This is an optimization exercise on Yosys and OpenROAD, whose aim is small area, not a production implementation.
The RTL was checked by simulation tests, not by an equivalence proof against the original design.
No activity file was given, so power comes from the tool's default toggle rates.

==> flow/design.v <==
`timescale 10ns/1ns
module Syntacore_simple
#(parameter   MSTR_NUM     = 2,
              SLV_NUM      = 4,
              DATA_WDTH    = 32,
              ADDR_WDTH    = 32,
              IDL_NUM      = 5
)
(
   input                                                  i_clk,
   input                                                  rst,
   input          [(MSTR_NUM - 1)                  : 0]   i_m_s_req,
   input          [(MSTR_NUM * ADDR_WDTH - 1)      : 0]   i_m_s_addr,
   input          [(MSTR_NUM - 1)                  : 0]   i_m_s_cmd,
   input          [(MSTR_NUM * DATA_WDTH - 1)      : 0]   i_m_s_wdata,
   input          [(SLV_NUM - 1)                   : 0]   i_s_m_ack,
   input          [(SLV_NUM * DATA_WDTH - 1)       : 0]   i_s_m_rdata,
   output   reg   [(SLV_NUM - 1)                   : 0]   o_m_s_req,
   output   reg   [(SLV_NUM * ADDR_WDTH - 1)       : 0]   o_m_s_addr,
   output   reg   [(SLV_NUM - 1)                   : 0]   o_m_s_cmd,
   output   reg   [(SLV_NUM * DATA_WDTH - 1)       : 0]   o_m_s_wdata,
   output   reg   [(MSTR_NUM - 1)                  : 0]   o_s_m_ack,
   output   reg   [(MSTR_NUM * DATA_WDTH - 1)      : 0]   o_s_m_rdata
);
localparam SW = $clog2(SLV_NUM);
localparam IW = $clog2(IDL_NUM);
wire [SW-1:0] sel0 = i_m_s_addr[ADDR_WDTH-1 -: SW];
wire [SW-1:0] sel1 = i_m_s_addr[2*ADDR_WDTH-1 -: SW];
reg  [1:0]         msk   [0:SLV_NUM-1];    
reg  [IW-1:0]      idle  [0:SLV_NUM-1];    
reg  [1:0]         dec   [0:SLV_NUM-1];    
reg  [SLV_NUM-1:0] own1;                   
function [DATA_WDTH-1:0] rmux(input [4*DATA_WDTH-1:0] d, input [1:0] sel);
   reg [3:0] n;
   begin
      n = ~(4'b0001 << sel);
      rmux = ~(~((d[0 +: DATA_WDTH] | {DATA_WDTH{n[0]}}) & (d[DATA_WDTH +: DATA_WDTH] | {DATA_WDTH{n[1]}}))
             | ~((d[2*DATA_WDTH +: DATA_WDTH] | {DATA_WDTH{n[2]}}) & (d[3*DATA_WDTH +: DATA_WDTH] | {DATA_WDTH{n[3]}})));
   end
endfunction
always @* begin
   o_s_m_ack[0] = i_s_m_ack[sel0] & ~own1[sel0];
   o_s_m_ack[1] = i_s_m_ack[sel1] &  own1[sel1];
   o_s_m_rdata[DATA_WDTH-1:0]           = rmux(i_s_m_rdata, sel0);
   o_s_m_rdata[2*DATA_WDTH-1:DATA_WDTH] = rmux(i_s_m_rdata, sel1);
end
genvar s;
generate
   for (s = 0; s < SLV_NUM; s = s + 1) begin: slv
      always @* begin
         dec[s][0] = i_m_s_req[0] & (sel0 == s) & msk[s][0];
         dec[s][1] = i_m_s_req[1] & (sel1 == s) & msk[s][1];
         o_m_s_addr [s*ADDR_WDTH +: ADDR_WDTH] = own1[s] ? i_m_s_addr [ADDR_WDTH +: ADDR_WDTH] : i_m_s_addr [0 +: ADDR_WDTH];
         o_m_s_wdata[s*DATA_WDTH +: DATA_WDTH] = own1[s] ? i_m_s_wdata[DATA_WDTH +: DATA_WDTH] : i_m_s_wdata[0 +: DATA_WDTH];
         o_m_s_cmd[s] = own1[s] ? i_m_s_cmd[1] : i_m_s_cmd[0];
      end
      always @(posedge i_clk) begin
         if (rst | (idle[s] == IDL_NUM))
            msk[s] <= 2'b11;
         else if (i_s_m_ack[s])
            msk[s] <= {~own1[s], own1[s]};
         if (rst | (idle[s] == IDL_NUM) | (dec[s] != 0))
            idle[s] <= 0;
         else
            idle[s] <= idle[s] + 1'b1;
         own1[s] <= ~dec[s][0];
         o_m_s_req[s] <= (dec[s] != 0) & ~(i_s_m_ack[s] & (own1[s] == ~dec[s][0]));
      end
   end
endgenerate
endmodule
==> flow/flow/run.sh <==
#!/bin/bash
# Standard ORFS layout, except that the port buffers that global placement
# inserts use the smallest buffer (buf_1) instead of the tool's default pick.
set -euo pipefail
cd "$(dirname "$0")/.."
export BUFFER_PORTS_ARGS="-buffer_cell sky130_fd_sc_hd__buf_1"
bash standard.sh > flow_standard.log 2>&1
==> flow/standard.sh <==
#!/bin/bash
# synth_recipe.tcl (not shown) runs the flow's synth.tcl, then flattens the netlist and writes it again
# the make line also repeats each setting of config.mk as NAME=value (left out here)
make -C /OpenROAD-flow-scripts/flow DESIGN_CONFIG=/design/flow/config.mk WORK_HOME=/design/flow/orfs CLKGATE_MAP_FILE= SYNTH_SCRIPT=/design/flow/synth_recipe.tcl "${@:-finish}"
==> flow/config.mk <==
export PLATFORM = sky130hd
export DESIGN_NAME = Syntacore_simple
export DESIGN_NICKNAME = Syntacore_simple
export VERILOG_FILES = /design/flow/design.v
export SDC_FILE = /design/flow/constraint.sdc
export NUM_CORES = 4
export LEC_CHECK = 0
export ABC_AREA = 1
export CAP_MARGIN = 20
export CORE_AREA = 5 5 135 135
export CTS_BUF_LIST = sky130_fd_sc_hd__clkbuf_4 sky130_fd_sc_hd__clkbuf_8
export DIE_AREA = 0 0 140 140
export SLEW_MARGIN = 20
==> flow/constraint.sdc <==
create_clock -name core_clock -period 5.0 [get_ports {i_clk}]
set_input_delay 1.0000 -clock core_clock [delete_from_list [all_inputs] [get_ports {i_clk}]]
set_output_delay 1.0000 -clock core_clock [all_outputs]
set_load 0.01 [all_outputs]
==> results.py, run 1 <==
metrics = {
    "run_status": {
        "status": "stopped before the end",
        "haltStage": "I/O pin placement (3_2_place_iop)",
        "stop_error": "[ERROR PPL-0024] Number of IO pins (596) exceeds maximum number of available positions (498). Increase the die perimeter from 560.00um to 810.56um.",
    },
    "floorplanning": {
        "die_h_um": 140,
        "initial_core_util_pct": 33.2,
        "rows": 47,
        "die_w_um": 140,
    },
    "yosys": {
        "yosysUniqueCellTypes": 19,
        "post_synth.cell_area_avg_um2": 4.84,
        "syn-cell-area_mm2": 0.00551,
        "syn_inst": 1138,
        "synthTopCellsByArea": "o21ai_0 29%, nand2_1 25%, dfxtp_1 10%",
        "seq_area_frac_synth_pct": 10.2,
        "synth_top_area_share_pct": 29.4,
        "synth_top_cell_by_area": "o21ai_0",
        "yosysWarnings": 4,
        "ys_seq_elements": 28,
    },
}
[cells in the mapped netlist]
master and n:
nand4_1 3, dfxtp_1 28, nand3_1 13, nor2_1 96, buf_4 3, xnor2_1 4
inv_2 1, nor2_2 1, clkbuf_2 1, nand2_1 373, a21oi_1 5, nand3b_1 3
clkbuf_1 24, o22ai_1 64, buf_2 54, o21ai_0 324, ha_1 8, nand2_2 1
inv_1 132
[kinds of logic after synthesis]
| group | count (synthesis) | synth area share [%] |
|---|---|---|
| buf+inv | 215 | 16.1 |
| fa+ha+maj | 8 | 1.82 |
| flops | 28 | 10.2 |
| simple gates | 490 | 34.1 |
| compound gates | 393 | 37.2 |
| xor+xnor | 4 | 0.636 |
==> run 2: changes to the inputs <==
--- a/flow/config.mk
+++ b/flow/config.mk
@@ -7,7 +7,7 @@
 export LEC_CHECK = 0
 export ABC_AREA = 1
 export CAP_MARGIN = 20
-export CORE_AREA = 5 5 135 135
-export CTS_BUF_LIST = sky130_fd_sc_hd__clkbuf_4 sky130_fd_sc_hd__clkbuf_8
-export DIE_AREA = 0 0 140 140
+export CORE_AREA = 5 5 215 215
+export CTS_BUF_LIST = sky130_fd_sc_hd__clkbuf_8
+export DIE_AREA = 0 0 220 220
 export SLEW_MARGIN = 20
==> results.py, run 2 <==
metrics = {
    "run_status": {
        "status": "no timing/DRC/antenna violations",
    },
    "critical_path": {
        "path_cells": "buf_1, inv_1, nand2_1, buf_4, o21ai_0, nor2_1, buf_1",
        "reg2regPathDepth": 4,
        "slowest_stage": "nand2_1",
        "r2r-start": "own1[2]",
        "cp.required_ns": 4.00,
        "end_kind": "output port",
        "rr_endpoint": "o_m_s_req[2]",
        "path_class": "primary input to output port",
        "cp-start-kind": "primary input",
        "cp.arrival_ns": 2.75,
        "path_max_fanout": 27,
        "critPathMaxStageDelay_ns": 0.69,
        "r2r_slack_ns": 3.34,
        "crit_path_frequent_cell": "buf_1",
    },
    "hold_path": {
        "min_from": "idle[0][0]",
        "min_path_type": "register to register",
        "min_path_cells": 1,
        "whs_endpoint": "idle[0][0]",
    },
    "clock_network": {
        "insertion_delay_ns": 0.27,
        "cts_tree": "done",
        "ctsResizeCount": 0,
        "path_clk_slew_ns": 0.09,
        "cts_buffer_depth": 2,
        "root_buffer": "clkbuf_8",
        "cts_hold_buf": 0,
        "htreeDepth": 1,
        "clkSinkCount": 28,
        "cts_setup_buffers": 0,
        "numCtsBuffers": 3,
    },
    "sta": {
        "hold_violations": 0,
        "skew_ns": 0.00431,
        "finalCritPeriodShare_pct": 75.1,
        "period_needed_ns": 3.75,
        "grt_setup_unrepaired": "no",
        "slew_headroom_pct": 27.7,
        "setup-tns-final_ns": 0,
        "drv_slew": 0,
        "max_freq_ghz": 0.266,
        "finalSetupViolations": 0,
        "tightestPinTransition_ns": 1.08,
    },
    "floorplanning": {
        "core_area_mm2": 0.0439,
        "dieArea_mm2": 0.0484,
        "io-pin-count": 596,
        "die_h_um": 220,
        "rows": 77,
        "initial_core_util_pct": 12.5,
        "die_w_um": 220,
    },
    "cells_and_area": {
        "nFillCells": 5200,
        "mostFrequentLayoutCells": "595 x buf_1, 373 x nand2_1, 324 x o21ai_0, 133 x inv_1, 95 x nor2_1",
        "layout-drive-gt1-share_pct": 1.56,
        "final_area_mm2": 0.00829,
        "largest_register_ffs": 12,
        "layout_commonest_cell": "buf_1",
        "area_delta_synth_final_pct": 50.5,
        "largestRegisters": "idle: 12 flops, msk: 8 flops",
        "nNetsFinal": 1945,
        "top_register": "idle",
    },
    "route": {
        "via_per_inst": 4.36,
        "drc": 0,
        "wl_mm": 40.6,
        "antenna_left": 0,
        "dr.pass1.iters": 6,
        "wl_per_cell_um": 17.9,
        "drt_iter0_drc": 871,
        "vias": 9889,
    },
    "grt": {
        "grt_max_degree": 103,
        "grt_overflow": 0,
        "antenna_found_initial": 7,
        "grt_pass1_wl_mm": 54.2,
        "grt_pass1_vias": 8362,
        "track_usage_pct": 14.8,
    },
    "pwr": {
        "leakagePower_nw": 3.69,
        "powerDensity_mw_per_mm2": 146,
        "irDropWorstVdd_mv": 0.0967,
    },
    "yosys": {
        "syn_inst": 1138,
        "synth_top_flop_cell": "dfxtp_1",
        "synth.most_common_cell": "nand2_1",
        "synth_common_cells": "373 x nand2_1, 324 x o21ai_0, 132 x inv_1",
        "seq_area_frac_synth_pct": 10.2,
        "ys_seq_elements": 28,
        "synth_top_cell_by_area": "o21ai_0",
        "synth-async-reset-ratio_pct": 0,
        "syn-cell-area_mm2": 0.00551,
        "synth_edf_count": 0,
        "post_synth.cell_area_avg_um2": 4.84,
        "synth_top_area_share_pct": 29.4,
        "synthTopCellsByArea": "o21ai_0 29%, nand2_1 25%, dfxtp_1 10%",
        "yosysUniqueCellTypes": 19,
        "yosysWarnings": 4,
    },
    "job": {
        "max_cap_viol_count": 0,
    },
    "place": {
        "placedInstanceArea_mm2": 0.00824,
        "hpwl_mm": 34.3,
        "gp_congestion": 1.03,
        "portBuffers": 595,
    },
}
==> run 2: cell counts after synthesis <==
Identical to the previous run, type by type.
==> run 2: worst max path at each step <==
stage	from	to	slack [ns]	depth (start not counted)
floorplan	i_m_s_addr[31]	o_s_m_rdata[10]	2.22	6
global placement	i_m_s_addr[63]	o_s_m_rdata[63]	1.30	7
detailed placement	i_m_s_addr[31]	o_s_m_rdata[8]	1.27	7
CTS	i_m_s_addr[31]	o_s_m_rdata[8]	1.27	7
global route	i_m_s_addr[31]	o_s_m_rdata[8]	1.13	7
finish	i_m_s_addr[31]	o_s_m_rdata[8]	1.25	7
==> run 2: area by class of cell <==
type                            count  area (um2)  area share [%]
Tap cell                          592         741            8.93
Sequential cell                    28         576            6.94
Multi-Input combinational cell    895        4060            49.0
Clock inverter                      1        3.75          0.0453
Inverter                          133         499            6.02
Clock buffer                        3        41.3           0.498
Timing Repair Buffer              610        2360            28.4
Antenna cell                        4        10.0           0.121
==> run 2: cell families after synthesis <==
family / after synthesis / synth area share (%)
AOI/OAI and AO/OA: 393 / 37.2
adders and majority gates: 8 / 1.82
and+or+nand+nor: 490 / 34.1
xor gates and xnor gates: 4 / 0.636
DFF: 28 / 10.2
buffers and inverters: 215 / 16.1
==> run 2: through the flow <==
step	power, W	utilization, %	setup WS, ns	instances	hold WS (ns)
CTS	0.00122	18.9	1.27	2262	0.462
detailed placement	0.00109	18.8	1.27	2258	0.446
floorplan	0.000691	-	2.22	1138	0.421
global placement	0.00109	18.8	1.30	2258	0.432
global route	0.00131	18.9	1.13	2265	0.476
finish	0.00121	18.9	1.25	2266	0.460
==> run 2: worst max-delay path: cells and delay by family <==
| kind | cells | cell delay, ns |
|---|---|---|
| AND/OR/NAND/NOR | 2 | 0.83 |
| AO/OA/AOI/OAI | 1 | 0.08 |
| buffers and inverters | 4 | 0.83 |
==> run 2: per-layer routing <==
layer,share of wire [%],track usage (%),vias up
met1,37,17.7,4362
met5,0.084,0,-
met2,48,26.0,660
met3,11,3.26,89
met4,3.8,5.18,6
li1,-,-,4772
==> run 2: power by group <==
group	leakage [nW]	internal [W]	switching (W)
Clock	0.0269	0.0000550	0.0000677
Sequential	0.231	0.000238	0.0000372
Combinational	3.43	0.000257	0.000558
Total	3.69	0.000550	0.000663
==> run 3: changes to the inputs <==
==> flow/flow/run.sh (replaced) <==
#!/bin/bash
# Standard ORFS layout with two changes:
#  * after the standard synthesis, the combinational logic of the netlist is
#    mapped again by ABC with an area-oriented script (remap.ys); the
#    flip-flops are kept as they are (same instances, names and cells);
#  * the port buffers that global placement inserts use buf_1.
# Each tool's output goes to a log file of its own in this folder.
set -euo pipefail
cd "$(dirname "$0")/.."
W=$PWD
R=$W/orfs/results/$FLOW_PLATFORM/Syntacore_simple/base
LIB=$FLOW_HOME/platforms/$FLOW_PLATFORM/lib/sky130_fd_sc_hd__tt_025C_1v80.lib
export BUFFER_PORTS_ARGS="-buffer_cell sky130_fd_sc_hd__buf_1"

bash standard.sh "$R/1_2_yosys.v" > log_1_synth.log 2>&1
cp "$R/1_2_yosys.v" "$W/synth_standard.v"

# cells ABC must not use: the platform's don't-use cells
DONT=$(grep -o 'cell *( *"\?sky130_fd_sc_hd__\(lpflow\|probe\)[a-z0-9_]*' "$LIB" | sed 's/.*"\?\(sky130[a-z0-9_]*\)/-dont_use \1/' | tr '\n' ' ')
sed -e "s#@LIB@#$LIB#g" -e "s#@IN@#$W/synth_standard.v#" -e "s#@OUT@#$W/synth_remap.v#" \
    -e "s#@SCRIPT@#$W/flow/remap.abc#" -e "s#@DONT@#$DONT#" flow/remap.ys > remap_run.ys
YOSYS=yosys
[[ -x $FLOW_HOME/../tools/install/yosys/bin/yosys ]] && YOSYS=$FLOW_HOME/../tools/install/yosys/bin/yosys
$YOSYS -l log_2_remap.log -q remap_run.ys > /dev/null 2>&1
cp "$W/synth_remap.v" "$R/1_2_yosys.v"

bash standard.sh > log_3_layout.log 2>&1
==> flow/flow/remap.abc (new file) <==
strash
dch
amap
topo
==> flow/flow/remap.ys (new file) <==
# Re-map the combinational cells of the standard synthesis netlist.
read_liberty -ignore_miss_func @LIB@
read_verilog @IN@
hierarchy -top Syntacore_simple
# flip-flops and tie cells stay as they are
blackbox sky130_fd_sc_hd__dfxtp_1 sky130_fd_sc_hd__dfxtp_2 sky130_fd_sc_hd__dfxtp_4 sky130_fd_sc_hd__conb_1
flatten
opt_clean -purge
abc -liberty @LIB@ -script @SCRIPT@ @DONT@
opt_clean -purge
stat -liberty @LIB@
write_verilog -noattr -noexpr -nohex -nodec @OUT@
--- a/flow/config.mk
+++ b/flow/config.mk
@@ -7,7 +7,7 @@
 export LEC_CHECK = 0
 export ABC_AREA = 1
 export CAP_MARGIN = 20
-export CORE_AREA = 5 5 215 215
-export CTS_BUF_LIST = sky130_fd_sc_hd__clkbuf_8
-export DIE_AREA = 0 0 220 220
+export CORE_AREA = 5 5 135 135
+export CTS_BUF_LIST = sky130_fd_sc_hd__clkbuf_4 sky130_fd_sc_hd__clkbuf_8
+export DIE_AREA = 0 0 140 140
 export SLEW_MARGIN = 20
==> results.py, run 3 <==
metrics = {
    "run_status": {
        "status": "stopped before the end",
        "haltStage": "I/O pin placement (3_2_place_iop)",
        "stop_error": "[ERROR PPL-0024] Number of IO pins (596) exceeds maximum number of available positions (498). Increase the die perimeter from 560.00um to 810.56um.",
    },
    "floorplanning": {
        "rows": 47,
        "die_h_um": 140,
        "die_w_um": 140,
        "initial_core_util_pct": 26.1,
    },
    "yosys": {
        "syn_inst": 754,
        "yosysWarnings": 4,
        "syn-cell-area_mm2": 0.00433,
        "post_synth.cell_area_avg_um2": 5.75,
    },
}
==> run 4: changes to the inputs <==
--- a/flow/config.mk
+++ b/flow/config.mk
@@ -7,7 +7,7 @@
 export LEC_CHECK = 0
 export ABC_AREA = 1
 export CAP_MARGIN = 20
-export CORE_AREA = 5 5 135 135
-export CTS_BUF_LIST = sky130_fd_sc_hd__clkbuf_4 sky130_fd_sc_hd__clkbuf_8
-export DIE_AREA = 0 0 140 140
+export CORE_AREA = 5 5 215 215
+export CTS_BUF_LIST = sky130_fd_sc_hd__clkbuf_8
+export DIE_AREA = 0 0 220 220
 export SLEW_MARGIN = 20
==> results.py, run 4 <==
metrics = {
    "critical_path": {
        "cp_num_buf_inv": 5,
        "critPathMaxStageDelay_ns": 0.62,
        "reg2regPathDepth": 3,
        "r2r-start": "own1[1]",
        "end_kind": "output port",
        "path_max_fanout": 21,
        "path_cells": "buf_1, clkinv_1, nor2_1, clkinv_1, buf_4, o22ai_1, nor2_1, buf_1",
        "crit_family": "buffers and inverters",
        "r2r_slack_ns": 3.06,
        "path_depth": 8,
        "cp.required_ns": 4.00,
        "path_class": "primary input to output port",
        "critPathCapture": "o_s_m_rdata[36]",
        "slowest_stage": "clkinv_1",
        "cp.arrival_ns": 3.07,
        "rr_endpoint": "o_m_s_req[1]",
        "cp-start-kind": "primary input",
        "crit_start": "i_m_s_addr[63]",
    },
    "cells_and_area": {
        "instances_no_fill": 1971,
        "area_delta_synth_final_pct": 74.3,
        "final_area_mm2": 0.00755,
        "largest_register_ffs": 12,
        "top_register": "idle",
        "layout_commonest_cell": "buf_1",
        "layout-drive-gt1-share_pct": 2.26,
        "largestRegisters": "idle: 12 flops, msk: 8 flops",
        "mostFrequentLayoutCells": "595 x buf_1, 355 x o22ai_1, 153 x clkinv_1, 126 x nor2_1, 44 x nor3_1",
        "nNetsFinal": 1639,
    },
    "hold_path": {
        "min_path_type": "register to register",
    },
    "pwr": {
        "irDropWorstVdd_mv": 0.131,
        "powerDensity_mw_per_mm2": 174,
        "leakagePower_nw": 2.18,
    },
    "clock_network": {
        "htreeDepth": 1,
        "cts_hold_buf": 0,
        "ctsResizeCount": 0,
        "insertion_delay_ns": 0.27,
        "clkSinkCount": 28,
        "numCtsBuffers": 3,
        "cts_tree": "done",
        "root_buffer": "clkbuf_8",
        "path_clk_slew_ns": 0.09,
        "cts_setup_buffers": 0,
        "cts_buffer_depth": 2,
    },
    "floorplanning": {
        "io-pin-count": 596,
        "dieArea_mm2": 0.0484,
        "die_w_um": 220,
        "initial_core_util_pct": 9.87,
        "rows": 77,
        "core_area_mm2": 0.0439,
        "die_h_um": 220,
    },
    "sta": {
        "finalCritPeriodShare_pct": 81.4,
        "skew_ns": 0.00601,
        "setup_slack_ns": 0.932,
        "tightestPinTransition_ns": 1.02,
        "finalSetupViolations": 0,
        "max_freq_ghz": 0.246,
        "period_needed_ns": 4.07,
        "setup-tns-final_ns": 0,
        "fin_hold_ws_ns": 0.457,
        "slew_headroom_pct": 31.9,
        "hold_violations": 0,
        "drv_slew": 0,
        "grt_setup_unrepaired": "no",
    },
    "grt": {
        "grt_pass1_wl_mm": 59.3,
        "grt_max_degree": 67,
        "grt_pass1_vias": 8205,
        "grt_overflow": 0,
        "track_usage_pct": 16.6,
        "antenna_found_initial": 20,
    },
    "yosys": {
        "post_synth.cell_area_avg_um2": 5.75,
        "syn-cell-area_mm2": 0.00433,
        "syn_inst": 754,
        "yosysWarnings": 4,
    },
    "route": {
        "drc": 0,
        "via_per_inst": 4.79,
        "dr.pass1.iters": 5,
        "wl_per_cell_um": 23.0,
        "vias": 9448,
        "drt_iter0_drc": 909,
        "wl_mm": 45.4,
        "antenna_left": 0,
    },
    "place": {
        "portBuffers": 595,
        "hpwl_mm": 37.6,
        "placedInstanceArea_mm2": 0.00747,
        "place_ws_ns": 0.993,
        "gp_congestion": 0.955,
        "dp.cells": 1960,
    },
    "run_status": {
        "status": "no timing/DRC/antenna violations",
    },
    "job": {
        "max_cap_viol_count": 0,
    },
}
## run 4: routing by layer
| layer | vias to the layer above | global-route usage, % | share of wire (%) |
|---|---|---|---|
| met2 | 737 | 30.0 | 49 |
| met1 | 4390 | 19.5 | 37 |
| met4 | 22 | 3.85 | 2.7 |
| li1 | 4205 | - | - |
| met3 | 94 | 4.41 | 11 |
| met5 | - | 0 | 0.31 |
## run 4: worst min path at each step
stage          slack [ns]  startpoint  depth (start not counted)    endpoint
2_1_floorplan        0.42  idle[0][0]                          1  idle[0][0]
3_3_place_gp         0.44  idle[1][0]                          1  idle[1][0]
3_5_place_dp         0.44  idle[1][0]                          1  idle[1][0]
4_1_cts              0.46   msk[1][0]                          2   msk[1][0]
5_1_grt              0.48   msk[1][0]                          2   msk[1][0]
6_report             0.46   msk[1][0]                          2   msk[1][0]
## run 4: final cells by class
| type | instances | area (um2) |
|---|---|---|
| Fill cell | 5239 | 36400 |
| Multi-Input combinational cell | 569 | 3180 |
| Timing Repair Buffer | 614 | 2380 |
| Tap cell | 592 | 741 |
| Inverter | 157 | 589 |
| Sequential cell | 28 | 576 |
| Clock buffer | 3 | 41.3 |
| Clock inverter | 1 | 30.0 |
| Antenna cell | 7 | 17.5 |
## run 4: through the flow
step | utilization [%] | power, W
2_1_floorplan | - | 0.000693
3_3_place_gp | 17.0 | 0.00114
3_5_place_dp | 17.0 | 0.00114
4_1_cts | 17.2 | 0.00132
5_1_grt | 17.2 | 0.00139
6_report | 17.2 | 0.00131
## run 4: report_power, final
group	internal (W)	total [W]	switching, W
clock network	0.000107	0.000178	0.0000710
logic	0.000284	0.000885	0.000601
registers	0.000237	0.000252	0.0000148
## run 4: worst register-to-register path: stages (launching register included)
cell	delay (ns)
dfxtp_4	0.51
inv_2	0.64
nor2_1	0.25
o32ai_1	0.43
==> run 5: changes to the inputs <==
--- a/flow/design.v
+++ b/flow/design.v
@@ -23,11 +23,11 @@
    output   reg   [(MSTR_NUM * DATA_WDTH - 1)      : 0]   o_s_m_rdata
 );
 localparam SW = $clog2(SLV_NUM);
-localparam IW = $clog2(IDL_NUM);
 wire [SW-1:0] sel0 = i_m_s_addr[ADDR_WDTH-1 -: SW];
 wire [SW-1:0] sel1 = i_m_s_addr[2*ADDR_WDTH-1 -: SW];
 reg  [1:0]         msk   [0:SLV_NUM-1];    
-reg  [IW-1:0]      idle  [0:SLV_NUM-1];    
+reg  [2:0]         idle  [0:SLV_NUM-1];    
+reg  [SLV_NUM-1:0] idle5;                  
 reg  [1:0]         dec   [0:SLV_NUM-1];    
 reg  [SLV_NUM-1:0] own1;                   
 function [DATA_WDTH-1:0] rmux(input [4*DATA_WDTH-1:0] d, input [1:0] sel);
@@ -48,6 +48,7 @@
 generate
    for (s = 0; s < SLV_NUM; s = s + 1) begin: slv
       always @* begin
+         idle5[s]  = idle[s][2] & ~idle[s][1];
          dec[s][0] = i_m_s_req[0] & (sel0 == s) & msk[s][0];
          dec[s][1] = i_m_s_req[1] & (sel1 == s) & msk[s][1];
          o_m_s_addr [s*ADDR_WDTH +: ADDR_WDTH] = own1[s] ? i_m_s_addr [ADDR_WDTH +: ADDR_WDTH] : i_m_s_addr [0 +: ADDR_WDTH];
@@ -55,14 +56,14 @@
          o_m_s_cmd[s] = own1[s] ? i_m_s_cmd[1] : i_m_s_cmd[0];
       end
       always @(posedge i_clk) begin
-         if (rst | (idle[s] == IDL_NUM))
+         if (rst | idle5[s])
             msk[s] <= 2'b11;
          else if (i_s_m_ack[s])
             msk[s] <= {~own1[s], own1[s]};
-         if (rst | (idle[s] == IDL_NUM) | (dec[s] != 0))
-            idle[s] <= 0;
+         if (rst | idle5[s] | (dec[s] != 0))
+            idle[s] <= 3'b000;
          else
-            idle[s] <= idle[s] + 1'b1;
+            idle[s] <= {idle[s][1:0], ~idle[s][2]};
          own1[s] <= ~dec[s][0];
          o_m_s_req[s] <= (dec[s] != 0) & ~(i_s_m_ack[s] & (own1[s] == ~dec[s][0]));
       end
--- a/flow/config.mk
+++ b/flow/config.mk
@@ -6,8 +6,8 @@
 export NUM_CORES = 4
 export LEC_CHECK = 0
 export ABC_AREA = 1
-export CAP_MARGIN = 20
+export CAP_MARGIN = 5
 export CORE_AREA = 5 5 215 215
 export CTS_BUF_LIST = sky130_fd_sc_hd__clkbuf_8
 export DIE_AREA = 0 0 220 220
-export SLEW_MARGIN = 20
+export SLEW_MARGIN = 5
==> results.py, run 5 <==
metrics = {
    "critical_path": {
        "rr_endpoint": "o_m_s_req[0]",
        "r2r-start": "own1[0]",
        "critPathCapture": "o_s_m_rdata[43]",
        "cp.required_ns": 4.00,
        "crit_start": "i_m_s_addr[63]",
        "r2r_slack_ns": 3.15,
        "cp.arrival_ns": 2.96,
        "path_class": "primary input to output port",
        "path_max_fanout": 18,
        "cp-start-kind": "primary input",
        "reg2regPathDepth": 5,
        "end_kind": "output port",
    },
    "sta": {
        "setup-tns-final_ns": 0,
        "grt_setup_unrepaired": "no",
        "period_needed_ns": 3.96,
        "skew_ns": 0.00524,
        "drv_slew": 0,
        "tightestPinTransition_ns": 0.894,
        "slew_headroom_pct": 40.3,
        "setup_slack_ns": 1.04,
        "max_freq_ghz": 0.252,
        "finalCritPeriodShare_pct": 79.2,
        "hold_violations": 0,
        "fin_hold_ws_ns": 0.422,
        "finalSetupViolations": 0,
    },
    "floorplanning": {
        "die_w_um": 220,
        "io-pin-count": 596,
        "die_h_um": 220,
        "dieArea_mm2": 0.0484,
        "initial_core_util_pct": 9.78,
        "core_area_mm2": 0.0439,
        "rows": 77,
    },
    "cells_and_area": {
        "largest_register_ffs": 12,
        "top_register": "idle",
        "layout-drive-gt1-share_pct": 2.55,
        "layout_commonest_cell": "buf_1",
        "largestRegisters": "idle: 12 flops, msk: 8 flops",
        "instances_no_fill": 1972,
        "nFillCells": 5254,
        "area_delta_synth_final_pct": 75.7,
        "nNetsFinal": 1640,
        "mostFrequentLayoutCells": "595 x buf_1, 351 x o22ai_1, 157 x clkinv_1, 127 x nor2_1, 43 x nor3_1",
    },
    "clock_network": {
        "cts_tree": "done",
        "cts_hold_buf": 0,
        "numCtsBuffers": 3,
        "cts_buffer_depth": 2,
        "cts_setup_buffers": 0,
        "htreeDepth": 1,
        "path_clk_slew_ns": 0.10,
        "clkSinkCount": 28,
        "root_buffer": "clkbuf_8",
        "insertion_delay_ns": 0.28,
        "ctsResizeCount": 0,
    },
    "place": {
        "portBuffers": 595,
        "place_ws_ns": 1.12,
        "dp.cells": 1961,
        "hpwl_mm": 37.6,
        "gp_congestion": 0.914,
    },
    "grt": {
        "grt_pass1_vias": 8377,
        "grt_pass1_wl_mm": 59.0,
        "antenna_found_initial": 16,
        "track_usage_pct": 16.6,
        "grt_max_degree": 63,
        "grt_overflow": 0,
    },
    "route": {
        "via_per_inst": 4.81,
        "wl_per_cell_um": 23.1,
        "antenna_left": 0,
        "vias": 9494,
        "drc": 0,
        "wl_mm": 45.6,
        "dr.pass1.iters": 5,
        "drt_iter0_drc": 889,
    },
    "yosys": {
        "syn_inst": 751,
        "post_synth.cell_area_avg_um2": 5.72,
        "yosysWarnings": 4,
        "syn-cell-area_mm2": 0.00430,
    },
    "job": {
        "max_cap_viol_count": 0,
    },
    "pwr": {
        "switching_share_pct": 51.9,
        "pwr-share-seq_pct": 19.1,
        "p_comb_share_pct": 67.3,
        "p_clk_share_pct": 13.6,
        "internal_power_w": 0.000630,
        "powerDensity_mw_per_mm2": 173,
        "switchingPower_w": 0.000679,
        "leakagePower_nw": 2.24,
        "irDropWorstVdd_mv": 0.160,
    },
    "hold_path": {
        "min_path_type": "register to register",
    },
    "run_status": {
        "status": "no timing/DRC/antenna violations",
    },
}
-- run 5: routing by layer --
layer | GRT usage (%) | wire length (um)
met4 | 6.43 | 1970
met3 | 5.92 | 5770
met1 | 18.8 | 16400
met2 | 28.5 | 21400
met5 | 0 | 77
-- run 5: cell type report --
class / instances / area (um2) / area share, %
diodes: 7 / 17.5 / 0.232
clock buffers: 3 / 41.3 / 0.547
clock inverters: 1 / 30.0 / 0.398
inverters: 161 / 609 / 8.07
multi-input cells: 562 / 3130 / 41.5
flip-flops and latches: 28 / 576 / 7.62
well taps: 592 / 741 / 9.81
repair buffers: 618 / 2410 / 31.9
-- run 5: power by group through the flow --
stage | registers (W) | logic (W) | clock network, W
final | 0.000250 | 0.000881 | 0.000178
after global routing | 0.000251 | 0.000943 | 0.000189
after CTS | 0.000250 | 0.000876 | 0.000183
after detailed placement | 0.000255 | 0.000872 | 0
after global placement | 0.000254 | 0.000875 | 0
after floorplan | 0.000264 | 0.000429 | 0
-- run 5: worst min-delay path by stage --
stage | from | cells past startpoint | endpoint
2_1_floorplan | idle[0][2] | 1 | idle[0][0]
3_3_place_gp | idle[1][2] | 1 | idle[1][0]
3_5_place_dp | idle[2][2] | 1 | idle[2][0]
4_1_cts | idle[0][1] | 2 | idle[0][2]
5_1_grt | idle[0][1] | 2 | idle[0][2]
6_report | idle[0][1] | 2 | idle[0][2]
-- run 5: worst max-delay path, cell delays in order --
cell and delay, ns:
buf_1 0.14, clkinv_1 0.19, nand2_1 0.62, buf_4 0.36
o22ai_1 0.10, nor3_1 0.32, buf_1 0.21
-- run 5: through the flow --
stage,total power (W),cell area (um2),utilization [%]
2_1_floorplan,0.000693,4300,-
3_3_place_gp,0.00113,7460,17.0
3_5_place_dp,0.00113,7460,17.0
4_1_cts,0.00131,7540,17.2
5_1_grt,0.00138,7550,17.2
6_report,0.00131,7550,17.2
==> run 6: changes to the inputs <==
--- a/flow/flow/run.sh
+++ b/flow/flow/run.sh
@@ -4,6 +4,7 @@
 #    mapped again by ABC with an area-oriented script (remap.ys); the
 #    flip-flops are kept as they are (same instances, names and cells);
 #  * the port buffers that global placement inserts use buf_1.
+#  * IO pins may sit one routing track apart (PLACE_PINS_ARGS).
 # Each tool's output goes to a log file of its own in this folder.
 set -euo pipefail
 cd "$(dirname "$0")/.."
@@ -11,6 +12,8 @@
 R=$W/orfs/results/$FLOW_PLATFORM/Syntacore_simple/base
 LIB=$FLOW_HOME/platforms/$FLOW_PLATFORM/lib/sky130_fd_sc_hd__tt_025C_1v80.lib
 export BUFFER_PORTS_ARGS="-buffer_cell sky130_fd_sc_hd__buf_1"
+# pins one routing track apart, so that they fit on a smaller die
+export PLACE_PINS_ARGS="-min_distance 1 -min_distance_in_tracks"
 
 bash standard.sh "$R/1_2_yosys.v" > log_1_synth.log 2>&1
 cp "$R/1_2_yosys.v" "$W/synth_standard.v"
--- a/flow/config.mk
+++ b/flow/config.mk
@@ -7,7 +7,7 @@
 export LEC_CHECK = 0
 export ABC_AREA = 1
 export CAP_MARGIN = 5
-export CORE_AREA = 5 5 215 215
+export CORE_AREA = 5 5 145 145
 export CTS_BUF_LIST = sky130_fd_sc_hd__clkbuf_8
-export DIE_AREA = 0 0 220 220
+export DIE_AREA = 0 0 150 150
 export SLEW_MARGIN = 5
==> results.py, run 6 <==
metrics = {
    "sta": {
        "setup-tns-final_ns": 0,
        "finalSetupViolations": 0,
        "tightestPinTransition_ns": 0.973,
        "skew_ns": 0.00948,
        "finalCritPeriodShare_pct": 73.2,
        "drv_slew": 0,
        "grt_setup_unrepaired": "no",
        "hold_violations": 0,
        "period_needed_ns": 3.66,
        "slew_headroom_pct": 35.2,
        "max_freq_ghz": 0.273,
    },
    "clock_network": {
        "htreeDepth": 1,
        "cts_hold_buf": 0,
        "root_buffer": "clkbuf_8",
        "ctsResizeCount": 0,
        "numCtsBuffers": 3,
        "path_clk_slew_ns": 0.10,
        "insertion_delay_ns": 0.27,
        "cts_buffer_depth": 2,
        "cts_tree": "done",
        "cts_setup_buffers": 0,
        "clkSinkCount": 28,
    },
    "pwr": {
        "pwr-share-seq_pct": 19.4,
        "p_comb_share_pct": 66.6,
        "internal_power_w": 0.000630,
        "p_clk_share_pct": 14.0,
        "finalPower_w": 0.00125,
        "switching_share_pct": 49.6,
        "irDropWorstVdd_mv": 0.104,
        "leakagePower_nw": 2.21,
        "powerDensity_mw_per_mm2": 177,
        "switchingPower_w": 0.000620,
    },
    "run_status": {
        "status": "no timing/DRC/antenna violations",
    },
    "grt": {
        "grt_overflow": 0,
        "track_usage_pct": 24.1,
        "grt_pass1_wl_mm": 44.4,
        "grt_max_degree": 68,
        "grt_pass1_vias": 8357,
        "antenna_found_initial": 1,
    },
    "route": {
        "dr.pass1.iters": 26,
        "antenna_left": 0,
        "wl_per_cell_um": 19.1,
        "wl_mm": 31.2,
        "drt_iter0_drc": 714,
        "via_per_inst": 5.65,
        "drc": 0,
        "vias": 9223,
    },
    "cells_and_area": {
        "layout-drive-gt1-share_pct": 2.12,
        "multi_input_area_mm2": 0.00313,
        "nFillCells": 2174,
        "antenna_cells": 0,
        "largestRegisters": "idle: 12 flops, msk: 8 flops",
        "mostFrequentLayoutCells": "595 x buf_1, 351 x o22ai_1, 157 x clkinv_1, 127 x nor2_1, 43 x nor3_1",
        "layout_commonest_cell": "buf_1",
        "largest_register_ffs": 12,
        "top_register": "idle",
        "nNetsFinal": 1634,
        "area_delta_synth_final_pct": 64.7,
        "seqCellArea_um2": 566,
    },
    "critical_path": {
        "path_class": "primary input to output port",
        "crit_start": "i_m_s_addr[63]",
        "r2r_slack_ns": 3.39,
        "critPathCapture": "o_s_m_rdata[50]",
        "cp-start-kind": "primary input",
        "cp.arrival_ns": 2.66,
        "path_max_fanout": 27,
        "cp.required_ns": 4.00,
        "r2r-start": "own1[0]",
        "reg2regPathDepth": 5,
        "rr_endpoint": "o_m_s_req[0]",
        "end_kind": "output port",
    },
    "job": {
        "max_cap_viol_count": 0,
    },
    "hold_path": {
        "min_path_type": "register to register",
        "min_path_cells": 2,
    },
    "floorplanning": {
        "die_h_um": 150,
        "core_area_mm2": 0.0194,
        "dieArea_mm2": 0.0225,
        "die_w_um": 150,
        "initial_core_util_pct": 22.2,
        "io-pin-count": 596,
        "rows": 51,
    },
    "place": {
        "portBuffers": 595,
        "gp_congestion": 1.06,
        "hpwl_mm": 23.7,
    },
    "yosys": {
        "syn-cell-area_mm2": 0.00430,
        "yosysWarnings": 4,
        "syn_inst": 751,
        "post_synth.cell_area_avg_um2": 5.72,
    },
}
==> run 6: per-layer routing <==
layer	share of wire, %	track usage [%]	routed length (um)	up-vias
li1	-	-	-	4163
met1	36	27.5	11100	4078
met2	44	40.3	13600	843
met3	16	8.75	4920	137
met4	5.0	10.6	1570	2
met5	0.042	0	13	-
==> run 6: worst max-delay path, stage by stage <==
cell	delay [ns]
buf_1	0.16
clkinv_1	0.20
nand2_1	0.33
buf_4	0.39
o22ai_1	0.12
nor3_1	0.24
buf_1	0.20
==> run 6: final cells by class <==
type / instances / area share (%)
multi-input combinational: 562 / 44.3
timing repair buffer: 612 / 33.5
inverter: 161 / 8.54
sequential: 28 / 7.99
tap: 265 / 4.68
clock buffer: 3 / 0.583
clock inverter: 1 / 0.424
==> run 6: worst min-delay path by stage <==
stage	from	endpoint	slack (ns)
floorplan	idle[0][2]	idle[0][0]	0.39
global placement	idle[2][2]	idle[2][0]	0.41
detailed placement	idle[0][2]	idle[0][0]	0.40
CTS	idle[1][1]	idle[1][2]	0.43
global route	idle[3][1]	idle[3][2]	0.44
finish	idle[1][1]	idle[1][2]	0.42
==> run 6: through the flow <==
| stage | hold WS, ns | utilization (%) | area (um2) | setup WS (ns) | cells |
|---|---|---|---|---|---|
| finish | 0.423 | 36.5 | 7080 | 1.34 | 1632 |
| global route | 0.443 | 36.5 | 7080 | 1.23 | 1632 |
| CTS | 0.425 | 36.5 | 7080 | 1.41 | 1632 |
| detailed placement | 0.404 | 36.1 | 7010 | 1.41 | 1628 |
| global placement | 0.414 | 36.1 | 7010 | 1.45 | 1628 |
| floorplan | 0.393 | - | 4300 | 0.378 | 751 |
==> run 6: power groups by stage <==
stage	Sequential, W	Clock, W	Combinational [W]
floorplan	0.000264	0	0.000429
global placement	0.000247	0	0.000811
detailed placement	0.000248	0	0.000807
CTS	0.000243	0.000176	0.000811
global route	0.000244	0.000190	0.000886
finish	0.000243	0.000175	0.000833
==> run 7: changes to the inputs <==
--- a/flow/design.v
+++ b/flow/design.v
@@ -25,9 +25,11 @@
 localparam SW = $clog2(SLV_NUM);
 wire [SW-1:0] sel0 = i_m_s_addr[ADDR_WDTH-1 -: SW];
 wire [SW-1:0] sel1 = i_m_s_addr[2*ADDR_WDTH-1 -: SW];
+reg  [2:0]         cnt   [0:SLV_NUM-1];
+reg  [SLV_NUM-1:0] one0;                   
+reg  [SLV_NUM-1:0] open;                   
+reg  [SLV_NUM-1:0] idle5;                  
 reg  [1:0]         msk   [0:SLV_NUM-1];    
-reg  [2:0]         idle  [0:SLV_NUM-1];    
-reg  [SLV_NUM-1:0] idle5;                  
 reg  [1:0]         dec   [0:SLV_NUM-1];    
 reg  [SLV_NUM-1:0] own1;                   
 function [DATA_WDTH-1:0] rmux(input [4*DATA_WDTH-1:0] d, input [1:0] sel);
@@ -48,7 +50,9 @@
 generate
    for (s = 0; s < SLV_NUM; s = s + 1) begin: slv
       always @* begin
-         idle5[s]  = idle[s][2] & ~idle[s][1];
+         open[s]   = ~cnt[s][2] & cnt[s][1] & ~cnt[s][0];
+         idle5[s]  = cnt[s][2] & ~cnt[s][1];
+         msk[s]    = {open[s] | ~one0[s], open[s] | one0[s]};
          dec[s][0] = i_m_s_req[0] & (sel0 == s) & msk[s][0];
          dec[s][1] = i_m_s_req[1] & (sel1 == s) & msk[s][1];
          o_m_s_addr [s*ADDR_WDTH +: ADDR_WDTH] = own1[s] ? i_m_s_addr [ADDR_WDTH +: ADDR_WDTH] : i_m_s_addr [0 +: ADDR_WDTH];
@@ -57,13 +61,11 @@
       end
       always @(posedge i_clk) begin
          if (rst | idle5[s])
-            msk[s] <= 2'b11;
-         else if (i_s_m_ack[s])
-            msk[s] <= {~own1[s], own1[s]};
-         if (rst | idle5[s] | (dec[s] != 0))
-            idle[s] <= 3'b000;
-         else
-            idle[s] <= {idle[s][1:0], ~idle[s][2]};
+            cnt[s] <= 3'b010;
+         else if (i_s_m_ack[s] | ~open[s])
+            cnt[s] <= (dec[s] != 0) ? 3'b000 : (open[s] ? 3'b001 : {cnt[s][1:0], ~cnt[s][2]});
+         if (i_s_m_ack[s])
+            one0[s] <= own1[s];
          own1[s] <= ~dec[s][0];
          o_m_s_req[s] <= (dec[s] != 0) & ~(i_s_m_ack[s] & (own1[s] == ~dec[s][0]));
       end
--- a/flow/flow/run.sh
+++ b/flow/flow/run.sh
@@ -3,8 +3,9 @@
 #  * after the standard synthesis, the combinational logic of the netlist is
 #    mapped again by ABC with an area-oriented script (remap.ys); the
 #    flip-flops are kept as they are (same instances, names and cells);
-#  * the port buffers that global placement inserts use buf_1.
-#  * IO pins may sit one routing track apart (PLACE_PINS_ARGS).
+#  * the port buffers that global placement inserts use buf_1;
+#  * clock tree synthesis adds no dummy loads (CTS_ARGS, otherwise ORFS's
+#    own arguments).
 # Each tool's output goes to a log file of its own in this folder.
 set -euo pipefail
 cd "$(dirname "$0")/.."
@@ -12,8 +13,7 @@
 R=$W/orfs/results/$FLOW_PLATFORM/Syntacore_simple/base
 LIB=$FLOW_HOME/platforms/$FLOW_PLATFORM/lib/sky130_fd_sc_hd__tt_025C_1v80.lib
 export BUFFER_PORTS_ARGS="-buffer_cell sky130_fd_sc_hd__buf_1"
-# pins one routing track apart, so that they fit on a smaller die
-export PLACE_PINS_ARGS="-min_distance 1 -min_distance_in_tracks"
+export CTS_ARGS="-sink_clustering_enable -repair_clock_nets -buf_list sky130_fd_sc_hd__clkbuf_8 -dont_use_dummy_load"
 
 bash standard.sh "$R/1_2_yosys.v" > log_1_synth.log 2>&1
 cp "$R/1_2_yosys.v" "$W/synth_standard.v"
--- a/flow/config.mk
+++ b/flow/config.mk
@@ -7,7 +7,7 @@
 export LEC_CHECK = 0
 export ABC_AREA = 1
 export CAP_MARGIN = 5
-export CORE_AREA = 5 5 145 145
+export CORE_AREA = 5 5 215 215
 export CTS_BUF_LIST = sky130_fd_sc_hd__clkbuf_8
-export DIE_AREA = 0 0 150 150
+export DIE_AREA = 0 0 220 220
 export SLEW_MARGIN = 5
==> results.py, run 7 <==
metrics = {
    "run_status": {
        "status": "stopped before the end",
        "haltStage": "netlist read-in after synthesis (1_synth)",
        "stop_error": "[ERROR ORD-2013] instance _0854_.A_reg LEF master $_DFF_P_ not found.",
    },
    "yosys": {
        "yosysWarnings": 4,
    },
}
==> run 8: changes to the inputs <==
--- a/flow/flow/run.sh
+++ b/flow/flow/run.sh
@@ -24,7 +24,15 @@
     -e "s#@SCRIPT@#$W/flow/remap.abc#" -e "s#@DONT@#$DONT#" flow/remap.ys > remap_run.ys
 YOSYS=yosys
 [[ -x $FLOW_HOME/../tools/install/yosys/bin/yosys ]] && YOSYS=$FLOW_HOME/../tools/install/yosys/bin/yosys
-$YOSYS -l log_2_remap.log -q remap_run.ys > /dev/null 2>&1
-cp "$W/synth_remap.v" "$R/1_2_yosys.v"
+$YOSYS -l log_2_remap.log -q remap_run.ys > /dev/null 2>&1 || true
+# use the re-mapped netlist only if it keeps every register of the standard
+# synthesis: the same instance names in the same cells
+regs() { grep -o 'sky130_fd_sc_hd__[a-z0-9]*d[fl][a-z0-9_]* *[^ (]*' "$1" | tr -s ' ' | sort; }
+if [[ -s $W/synth_remap.v ]] && cmp -s <(regs "$W/synth_standard.v") <(regs "$W/synth_remap.v"); then
+  cp "$W/synth_remap.v" "$R/1_2_yosys.v"
+  echo "using the re-mapped netlist" > log_2_remap_choice.log
+else
+  echo "registers differ; using the standard netlist" > log_2_remap_choice.log
+fi
 
 bash standard.sh > log_3_layout.log 2>&1
--- a/flow/flow/remap.ys
+++ b/flow/flow/remap.ys
@@ -3,7 +3,7 @@
 read_verilog @IN@
 hierarchy -top Syntacore_simple
 # flip-flops and tie cells stay as they are
-blackbox sky130_fd_sc_hd__dfxtp_1 sky130_fd_sc_hd__dfxtp_2 sky130_fd_sc_hd__dfxtp_4 sky130_fd_sc_hd__conb_1
+blackbox sky130_fd_sc_hd__*df* sky130_fd_sc_hd__*dl* sky130_fd_sc_hd__conb_1
 flatten
 opt_clean -purge
 abc -liberty @LIB@ -script @SCRIPT@ @DONT@
==> results.py, run 8 <==
metrics = {
    "critical_path": {
        "path_max_fanout": 32,
        "cp-start-kind": "primary input",
        "critPathMaxStageDelay_ns": 0.55,
        "rr_endpoint": "o_m_s_req[2]",
        "cp.required_ns": 4.00,
        "cp_num_buf_inv": 5,
        "end_kind": "output port",
        "reg2regPathDepth": 4,
        "r2r-start": "own1[2]",
        "r2r_slack_ns": 2.75,
        "path_class": "primary input to output port",
        "path_cells": "buf_1, clkinv_1, nor2_1, clkinv_1, buf_4, o22ai_1, nor2_1, buf_1",
        "cp.arrival_ns": 3.07,
        "crit_family": "buffers and inverters",
        "slowest_stage": "o22ai_1",
    },
    "clock_network": {
        "path_clk_slew_ns": 0.07,
        "cts_hold_buf": 0,
        "cts_setup_buffers": 0,
        "ctsResizeCount": 0,
        "numCtsBuffers": 3,
        "cts_tree": "done",
        "insertion_delay_ns": 0.26,
        "root_buffer": "clkbuf_8",
        "cts_buffer_depth": 2,
        "clkSinkCount": 24,
        "htreeDepth": 1,
    },
    "yosys": {
        "syn_inst": 742,
        "syn-cell-area_mm2": 0.00425,
        "post_synth.cell_area_avg_um2": 5.72,
        "yosysWarnings": 4,
    },
    "hold_path": {
        "whs_endpoint": "cnt[3][2]",
        "min_from": "cnt[3][1]",
        "min_path_type": "register to register",
        "min_path_cells": 2,
    },
    "pwr": {
        "leakagePower_nw": 2.13,
        "powerDensity_mw_per_mm2": 171,
        "finalPower_w": 0.00129,
        "irDropWorstVdd_mv": 0.0809,
    },
    "sta": {
        "finalCritPeriodShare_pct": 81.4,
        "max_freq_ghz": 0.246,
        "slew_headroom_pct": 30.4,
        "hold_violations": 0,
        "period_needed_ns": 4.07,
        "grt_setup_unrepaired": "no",
        "setup-tns-final_ns": 0,
        "fin_hold_ws_ns": 0.442,
        "skew_ns": 0.0101,
        "drv_slew": 0,
        "tightestPinTransition_ns": 1.04,
        "finalSetupViolations": 0,
    },
    "route": {
        "drt_iter0_drc": 870,
        "vias": 9451,
        "met1_length_mm": 17.4,
        "wl_mm": 46.6,
        "via_per_inst": 4.80,
        "dr.pass1.iters": 9,
        "antenna_left": 0,
        "drc": 0,
        "wl_met2_mm": 21.9,
        "wl_per_cell_um": 23.7,
        "dr_wl_met3_mm": 4.84,
        "highest_layer": "met4",
    },
    "run_status": {
        "status": "no timing/DRC/antenna violations",
    },
    "grt": {
        "grt_max_degree": 57,
        "grt_overflow": 0,
        "grt_pass1_vias": 8641,
        "antenna_found_initial": 13,
        "track_usage_pct": 17.2,
        "grt_pass1_wl_mm": 61.1,
    },
    "cells_and_area": {
        "utilization_pct": 17.1,
        "nFillCells": 5242,
        "layout-drive-gt1-share_pct": 2.64,
        "nNetsFinal": 1633,
        "top_register": "cnt",
        "largest_register_ffs": 12,
        "mostFrequentLayoutCells": "595 x buf_1, 345 x o22ai_1, 154 x clkinv_1, 114 x nor2_1, 49 x nor3_1",
        "layout_commonest_cell": "buf_1",
        "final_area_mm2": 0.00750,
        "area_delta_synth_final_pct": 76.7,
    },
    "place": {
        "portBuffers": 595,
        "hpwl_mm": 38.6,
        "gp_congestion": 0.939,
        "placedInstanceArea_mm2": 0.00744,
    },
    "floorplanning": {
        "die_w_um": 220,
        "dieArea_mm2": 0.0484,
        "core_area_mm2": 0.0439,
        "die_h_um": 220,
        "io-pin-count": 596,
        "rows": 77,
        "initial_core_util_pct": 9.67,
    },
    "job": {
        "max_cap_viol_count": 0,
    },
}
## run 8: through the flow
| step | worst slack, ns | std cells |
|---|---|---|
| floorplan | 0.454 | 742 |
| global placement | 0.911 | 1954 |
| detailed placement | 0.923 | 1954 |
| CTS | 0.919 | 1957 |
| global route | 0.844 | 1965 |
| finish | 0.931 | 1967 |
## run 8: metal layers
layer / track usage [%] / vias up
li1: - / 4179
met1: 19.9 / 4399
met2: 30.1 / 764
met3: 4.14 / 109
met4: 7.18 / 0
met5: 0 / -
## run 8: worst max-delay path by stage
stage,start,endpoint,slack (ns),cells past startpoint
3_5_place_dp,i_m_s_addr[62],o_s_m_rdata[45],0.92,8
4_1_cts,i_m_s_addr[62],o_s_m_rdata[45],0.92,8
3_3_place_gp,i_m_s_addr[62],o_s_m_rdata[45],0.91,8
5_1_grt,i_m_s_addr[62],o_s_m_rdata[45],0.84,8
2_1_floorplan,own1[0],o_m_s_addr[31],0.45,2
6_report,i_m_s_addr[62],o_s_m_rdata[45],0.93,8
## run 8: area by class of cell
| type | instances | area [um2] | share of cell area, % |
|---|---|---|---|
| antenna | 10 | 25.0 | 0.333 |
| clock buffer | 3 | 41.3 | 0.550 |
| inverter | 158 | 594 | 7.92 |
| multi-input combinational | 560 | 3130 | 41.8 |
| sequential | 24 | 536 | 7.14 |
| tap | 592 | 741 | 9.87 |
| timing repair buffer | 620 | 2430 | 32.4 |
## run 8: tightest hold or removal path, cell delays in order (launching register included)
cell and delay [ns]:
dfxtp_1 0.30, clkinv_1 0.06, nor4_1 0.05
## run 8: report_power, final
group | leakage, nW | internal, W | switching, W
clock | 0.0216 | 0.0000538 | 0.0000572
combinational | 1.91 | 0.000300 | 0.000630
sequential | 0.197 | 0.000218 | 0.0000259
total | 2.13 | 0.000572 | 0.000713
==> run 9: changes to the inputs <==
==> flow/flow/remap.abc (replaced) <==
strash
dch
amap -F 3 -A 5
topo
--- a/flow/flow/remap.ys
+++ b/flow/flow/remap.ys
@@ -4,9 +4,17 @@
 hierarchy -top Syntacore_simple
 # flip-flops and tie cells stay as they are
 blackbox sky130_fd_sc_hd__*df* sky130_fd_sc_hd__*dl* sky130_fd_sc_hd__conb_1
+# so do the read-data selects where the standard synthesis already made them
+# as two OR-AND-inverts and a NOR per bit
+cd Syntacore_simple
+select -set rdn w:o_s_m_rdata %ci1 t:sky130_fd_sc_hd__nor2_1 %i
+select -set rdo @rdn %ci2 t:sky130_fd_sc_hd__o22ai_1 %i
+setattr -set keep_hierarchy 1 @rdn @rdo
+cd
 flatten
 opt_clean -purge
 abc -liberty @LIB@ -script @SCRIPT@ @DONT@
 opt_clean -purge
 stat -liberty @LIB@
+blackbox sky130_fd_sc_hd__*
 write_verilog -noattr -noexpr -nohex -nodec @OUT@
==> results.py, run 9 <==
metrics = {
    "cells_and_area": {
        "layout-drive-gt1-share_pct": 2.45,
        "area_delta_synth_final_pct": 78.1,
        "largest_register_ffs": 12,
        "nFillCells": 5158,
        "top_register": "cnt",
        "nNetsFinal": 1576,
        "multi_input_area_mm2": 0.00302,
        "layout_commonest_cell": "buf_1",
        "seqCellArea_um2": 526,
        "mostFrequentLayoutCells": "595 x buf_1, 391 x o22ai_1, 149 x clkinv_1, 64 x nor2_1, 20 x buf_4",
    },
    "clock_network": {
        "ctsResizeCount": 0,
        "htreeDepth": 1,
        "root_buffer": "clkbuf_8",
        "clkSinkCount": 24,
        "numCtsBuffers": 3,
        "cts_tree": "done",
        "insertion_delay_ns": 0.26,
        "path_clk_slew_ns": 0.08,
        "cts_hold_buf": 0,
        "cts_setup_buffers": 0,
        "cts_buffer_depth": 2,
    },
    "yosys": {
        "syn_inst": 689,
        "yosysWarnings": 4,
        "post_synth.cell_area_avg_um2": 5.97,
        "syn-cell-area_mm2": 0.00411,
    },
    "floorplanning": {
        "io-pin-count": 596,
        "die_w_um": 220,
        "rows": 77,
        "initial_core_util_pct": 9.36,
        "dieArea_mm2": 0.0484,
        "core_area_mm2": 0.0439,
        "die_h_um": 220,
    },
    "sta": {
        "hold_violations": 0,
        "setup-tns-final_ns": 0,
        "fin_hold_ws_ns": 0.454,
        "drv_slew": 0,
        "grt_setup_unrepaired": "no",
        "period_needed_ns": 4.06,
        "tightestPinTransition_ns": 1.04,
        "finalCritPeriodShare_pct": 81.3,
        "slew_headroom_pct": 30.9,
        "skew_ns": 0.00101,
        "max_freq_ghz": 0.246,
        "finalSetupViolations": 0,
    },
    "critical_path": {
        "path_class": "primary input to output port",
        "cp.required_ns": 4.00,
        "r2r-start": "cnt[3][1]",
        "end_kind": "output port",
        "cp.arrival_ns": 3.06,
        "r2r_slack_ns": 3.28,
        "rr_endpoint": "cnt[3][1]",
        "cp-start-kind": "primary input",
        "path_max_fanout": 21,
        "reg2regPathDepth": 8,
    },
    "route": {
        "wl_per_cell_um": 19.9,
        "drc": 0,
        "dr.pass1.iters": 5,
        "vias": 9203,
        "wl_mm": 38.0,
        "via_per_inst": 4.83,
        "antenna_left": 0,
        "drt_iter0_drc": 1075,
    },
    "grt": {
        "antenna_found_initial": 20,
        "gr-usage-met3_pct": 5.54,
        "use_met1_pct": 15.5,
        "track_usage_pct": 13.2,
        "grt_overflow": 0,
        "top_usage_layer": "met2",
        "grt_pass1_wl_mm": 48.8,
        "grt_pass1_vias": 7517,
        "grtUsageMet2_pct": 22.7,
        "grt_max_degree": 68,
    },
    "place": {
        "hpwl_mm": 30.7,
        "portBuffers": 595,
        "gp_congestion": 0.972,
    },
    "run_status": {
        "status": "no timing/DRC/antenna violations",
    },
    "hold_path": {
        "whs_endpoint": "cnt[1][0]",
        "min_from": "cnt[1][2]",
        "min_path_type": "register to register",
        "min_path_cells": 1,
    },
    "pwr": {
        "leakagePower_nw": 1.99,
        "powerDensity_mw_per_mm2": 167,
        "irDropWorstVdd_mv": 0.131,
    },
    "job": {
        "max_cap_viol_count": 0,
    },
}
[run 9: worst max-delay path: stages]
cell and delay, ns:
buf_1 0.10, buf_4 0.16, clkinv_1 0.26, nand2_1 0.74, buf_4 0.34, o22ai_1 0.09
nor2_1 0.18, buf_1 0.18
[run 9: metrics by stage]
stage                     area (um2)  worst slack, ns  power, W  utilization [%]  instances
after floorplan                 4110            0.400  0.000700                -        689
after global placement          7260             1.05   0.00110             16.5       1897
after detailed placement        7260            0.956   0.00110             16.5       1897
after CTS                       7300            0.946   0.00121             16.6       1900
after global routing            7310            0.821   0.00130             16.6       1902
final                           7320            0.937   0.00122             16.7       1907
[run 9: layout make-up]
type,count,area share (%)
diodes,7,0.239
multi-input cells,512,41.2
inverters,153,7.85
clock buffers,3,0.564
flip-flops and latches,24,7.18
repair buffers,616,32.8
well taps,592,10.1
[run 9: routing by layer]
layer | wire (um) | vias to the layer above | part of all wire [%]
li1 | - | 4074 | -
met1 | 13800 | 4201 | 36
met2 | 18200 | 829 | 48
met3 | 5320 | 93 | 14
met4 | 676 | 6 | 1.8
met5 | 41 | - | 0.11
[run 9: where the power goes]
part / internal (W) / switching, W / leakage (nW)
logic: 0.000295 / 0.000581 / 1.77
registers: 0.000220 / 0.0000134 / 0.196
clock network: 0.0000538 / 0.0000584 / 0.0216
total: 0.000569 / 0.000653 / 1.99
[run 9: how the worst max path moves through the flow]
stage                         from              end  slack [ns]  cells after the start
floorplan                  own1[3]     o_s_m_ack[1]        0.40                      3
global placement    i_m_s_addr[62]  o_s_m_rdata[45]        1.05                      8
detailed placement  i_m_s_addr[62]  o_s_m_rdata[45]        0.96                      8
CTS                 i_m_s_addr[62]  o_s_m_rdata[45]        0.95                      8
global route        i_m_s_addr[62]  o_s_m_rdata[45]        0.82                      8
finish              i_m_s_addr[62]  o_s_m_rdata[45]        0.94                      8
==> run 10: changes to the inputs <==
--- a/flow/design.v
+++ b/flow/design.v
@@ -56,6 +56,7 @@
          dec[s][0] = i_m_s_req[0] & (sel0 == s) & msk[s][0];
          dec[s][1] = i_m_s_req[1] & (sel1 == s) & msk[s][1];
          o_m_s_addr [s*ADDR_WDTH +: ADDR_WDTH] = own1[s] ? i_m_s_addr [ADDR_WDTH +: ADDR_WDTH] : i_m_s_addr [0 +: ADDR_WDTH];
+         o_m_s_addr [s*ADDR_WDTH + ADDR_WDTH-1 -: SW] = s;
          o_m_s_wdata[s*DATA_WDTH +: DATA_WDTH] = own1[s] ? i_m_s_wdata[DATA_WDTH +: DATA_WDTH] : i_m_s_wdata[0 +: DATA_WDTH];
          o_m_s_cmd[s] = own1[s] ? i_m_s_cmd[1] : i_m_s_cmd[0];
       end
--- a/flow/flow/run.sh
+++ b/flow/flow/run.sh
@@ -1,5 +1,5 @@
 #!/bin/bash
-# Standard ORFS layout with two changes:
+# Standard ORFS layout with these changes:
 #  * after the standard synthesis, the combinational logic of the netlist is
 #    mapped again by ABC with an area-oriented script (remap.ys); the
 #    flip-flops are kept as they are (same instances, names and cells);
==> results.py, run 10 <==
metrics = {
    "clock_network": {
        "numCtsBuffers": 3,
        "root_buffer": "clkbuf_8",
        "cts_setup_buffers": 0,
        "ctsResizeCount": 0,
        "cts_hold_buf": 0,
        "insertion_delay_ns": 0.27,
        "htreeDepth": 1,
        "clkSinkCount": 24,
        "path_clk_slew_ns": 0.09,
        "cts_buffer_depth": 2,
        "cts_tree": "done",
    },
    "critical_path": {
        "rr_endpoint": "cnt[0][1]",
        "path_class": "primary input to output port",
        "r2r_slack_ns": 3.33,
        "r2r-start": "cnt[0][1]",
        "path_max_fanout": 19,
        "cp.arrival_ns": 2.65,
        "crit_start": "i_m_s_addr[31]",
        "reg2regPathDepth": 6,
        "cp-start-kind": "primary input",
        "end_kind": "output port",
        "cp.required_ns": 4.00,
    },
    "hold_path": {
        "min_path_type": "register to register",
        "min_path_cells": 1,
        "whs_endpoint": "cnt[3][0]",
        "min_from": "cnt[3][2]",
    },
    "pwr": {
        "irDropWorstVdd_mv": 0.0930,
        "powerDensity_mw_per_mm2": 168,
        "p_comb_share_pct": 71.5,
        "internal_power_w": 0.000565,
        "switchingPower_w": 0.000655,
        "pwr-share-seq_pct": 19.2,
        "leakagePower_nw": 1.98,
        "p_clk_share_pct": 9.3,
        "switching_share_pct": 53.7,
    },
    "cells_and_area": {
        "layout_commonest_cell": "buf_1",
        "area_delta_synth_final_pct": 78.0,
        "nFillCells": 5176,
        "mostFrequentLayoutCells": "587 x buf_1, 390 x o22ai_1, 152 x clkinv_1, 68 x nor2_1, 20 x buf_4",
        "largest_register_ffs": 12,
        "top_register": "cnt",
        "utilization_pct": 16.5,
        "layout-drive-gt1-share_pct": 2.39,
        "nNetsFinal": 1567,
        "final_area_mm2": 0.00726,
    },
    "sta": {
        "finalCritPeriodShare_pct": 73.0,
        "skew_ns": 0.00858,
        "hold_violations": 0,
        "max_freq_ghz": 0.274,
        "setup-tns-final_ns": 0,
        "drv_slew": 0,
        "grt_setup_unrepaired": "no",
        "slew_headroom_pct": 40.5,
        "tightestPinTransition_ns": 0.893,
        "period_needed_ns": 3.65,
        "finalSetupViolations": 0,
    },
    "floorplanning": {
        "die_h_um": 220,
        "dieArea_mm2": 0.0484,
        "core_area_mm2": 0.0439,
        "rows": 77,
        "die_w_um": 220,
        "io-pin-count": 596,
        "initial_core_util_pct": 9.29,
    },
    "grt": {
        "grt_overflow": 0,
        "track_usage_pct": 13.8,
        "antenna_found_initial": 16,
        "grt_max_degree": 67,
        "grt_pass1_vias": 7575,
        "grt_pass1_wl_mm": 51.1,
    },
    "route": {
        "drc": 0,
        "drt_iter0_drc": 724,
        "wl_per_cell_um": 20.7,
        "via_per_inst": 4.81,
        "wl_mm": 39.3,
        "vias": 9120,
        "dr.pass1.iters": 5,
        "antenna_left": 0,
    },
    "yosys": {
        "syn_inst": 683,
        "yosysWarnings": 4,
        "syn-cell-area_mm2": 0.00408,
        "post_synth.cell_area_avg_um2": 5.97,
    },
    "run_status": {
        "status": "no timing/DRC/antenna violations",
    },
    "place": {
        "hpwl_mm": 32.9,
        "placedInstanceArea_mm2": 0.00720,
        "gp_congestion": 0.919,
        "portBuffers": 587,
    },
    "job": {
        "max_cap_viol_count": 0,
    },
}
==> run 10: power groups by stage <==
stage                     logic [W]  registers, W  clock network, W
after detailed placement   0.000861      0.000238                 0
final                      0.000872      0.000234          0.000114
after floorplan            0.000445      0.000252                 0
after global routing       0.000938      0.000238          0.000126
after global placement     0.000862      0.000238                 0
after CTS                  0.000864      0.000234          0.000119
==> run 10: routing by layer <==
metal	global-route usage (%)	vias up	routed length, um
met5	0	-	0
met4	6.26	0	1860
met3	2.16	133	3920
met2	24.6	814	19300
met1	16.4	4148	14300
li1	-	4025	-
==> run 10: how the worst max path moves through the flow <==
stage,end,depth (start not counted)
6_report,o_s_m_rdata[28],8
5_1_grt,o_s_m_rdata[4],7
4_1_cts,o_s_m_rdata[4],7
3_5_place_dp,o_s_m_rdata[4],7
3_3_place_gp,o_s_m_rdata[4],7
2_1_floorplan,o_s_m_ack[1],3
==> run 10: worst max-delay path, cell delays in order <==
cell,delay [ns]
buf_1,0.12
clkinv_1,0.09
nor2_1,0.22
clkinv_1,0.46
buf_4,0.39
o22ai_1,0.17
nor2_1,0.06
buf_1,0.13
==> run 10: area by class of cell <==
cell class / count / area [um2] / area share [%]
multi-input combinational: 509 / 3000 / 41.3
timing repair buffer: 607 / 2350 / 32.4
tap: 592 / 741 / 10.2
inverter: 156 / 586 / 8.06
sequential: 24 / 526 / 7.24
clock buffer: 3 / 41.3 / 0.569
antenna: 7 / 17.5 / 0.241
==> run 10: stage by stage <==
step / worst slack, ns / power, W / hold WS [ns] / std cells
6_report: 1.35 / 0.00122 / 0.447 / 1898
2_1_floorplan: 0.525 / 0.000697 / 0.422 / 689
5_1_grt: 1.21 / 0.00130 / 0.472 / 1898
4_1_cts: 1.35 / 0.00122 / 0.449 / 1891
3_5_place_dp: 1.35 / 0.00110 / 0.436 / 1888
3_3_place_gp: 1.35 / 0.00110 / 0.434 / 1888

[static timing again, ports no longer ideal]
The flow's constraints put no driver on any port. The routed layouts listed below were extracted and timed again, unchanged, in two steps.
Step 1 assumes that a clkbuf_16 drives the clock port and a buf_2 every other input.
Step 2 times the ports against the registers' clock, not the clock port: input delays grow and output delays shrink by t, the midpoint of the rising clock arrivals with the driver on.
Three values: ideal, step 1, step 2; two values: the first two.
| run | t, ns | setup slack, ns | hold WS [ns] | slew at the worst register clock pin (ns) | worst data-port slew with drivers (ns) |
|---|---|---|---|---|---|
| run 2 | 0.295 | 1.246 / 1.217 / 1.217 | 0.460 / 0.460 / 0.460 | 0.09 / 0.09 | 0.11 |
| run 4 | 0.297 | 0.932 / 0.908 / 0.908 | 0.457 / 0.457 / 0.457 | 0.10 / 0.10 | 0.13 |
| run 5 | 0.300 | 1.040 / 1.011 / 1.011 | 0.422 / 0.422 / 0.422 | 0.10 / 0.10 | 0.16 |
| run 6 | 0.286 | 1.339 / 1.290 / 1.290 | 0.423 / 0.423 / 0.423 | 0.10 / 0.10 | 0.10 |
| run 8 | 0.280 | 0.931 / 0.905 / 0.905 | 0.442 / 0.442 / 0.442 | 0.09 / 0.09 | 0.17 |
| run 9 | 0.290 | 0.937 / 0.910 / 0.910 | 0.454 / 0.454 / 0.454 | 0.08 / 0.08 | 0.26 |
| run 10 | 0.288 | 1.348 / 1.320 / 1.320 | 0.447 / 0.447 / 0.447 | 0.09 / 0.09 | 0.18 |
After both steps setup and hold are still met in every run listed. The setup slack of run 6, which loses most, moves by -0.049 ns with the drivers and by -0.049 ns with both steps.
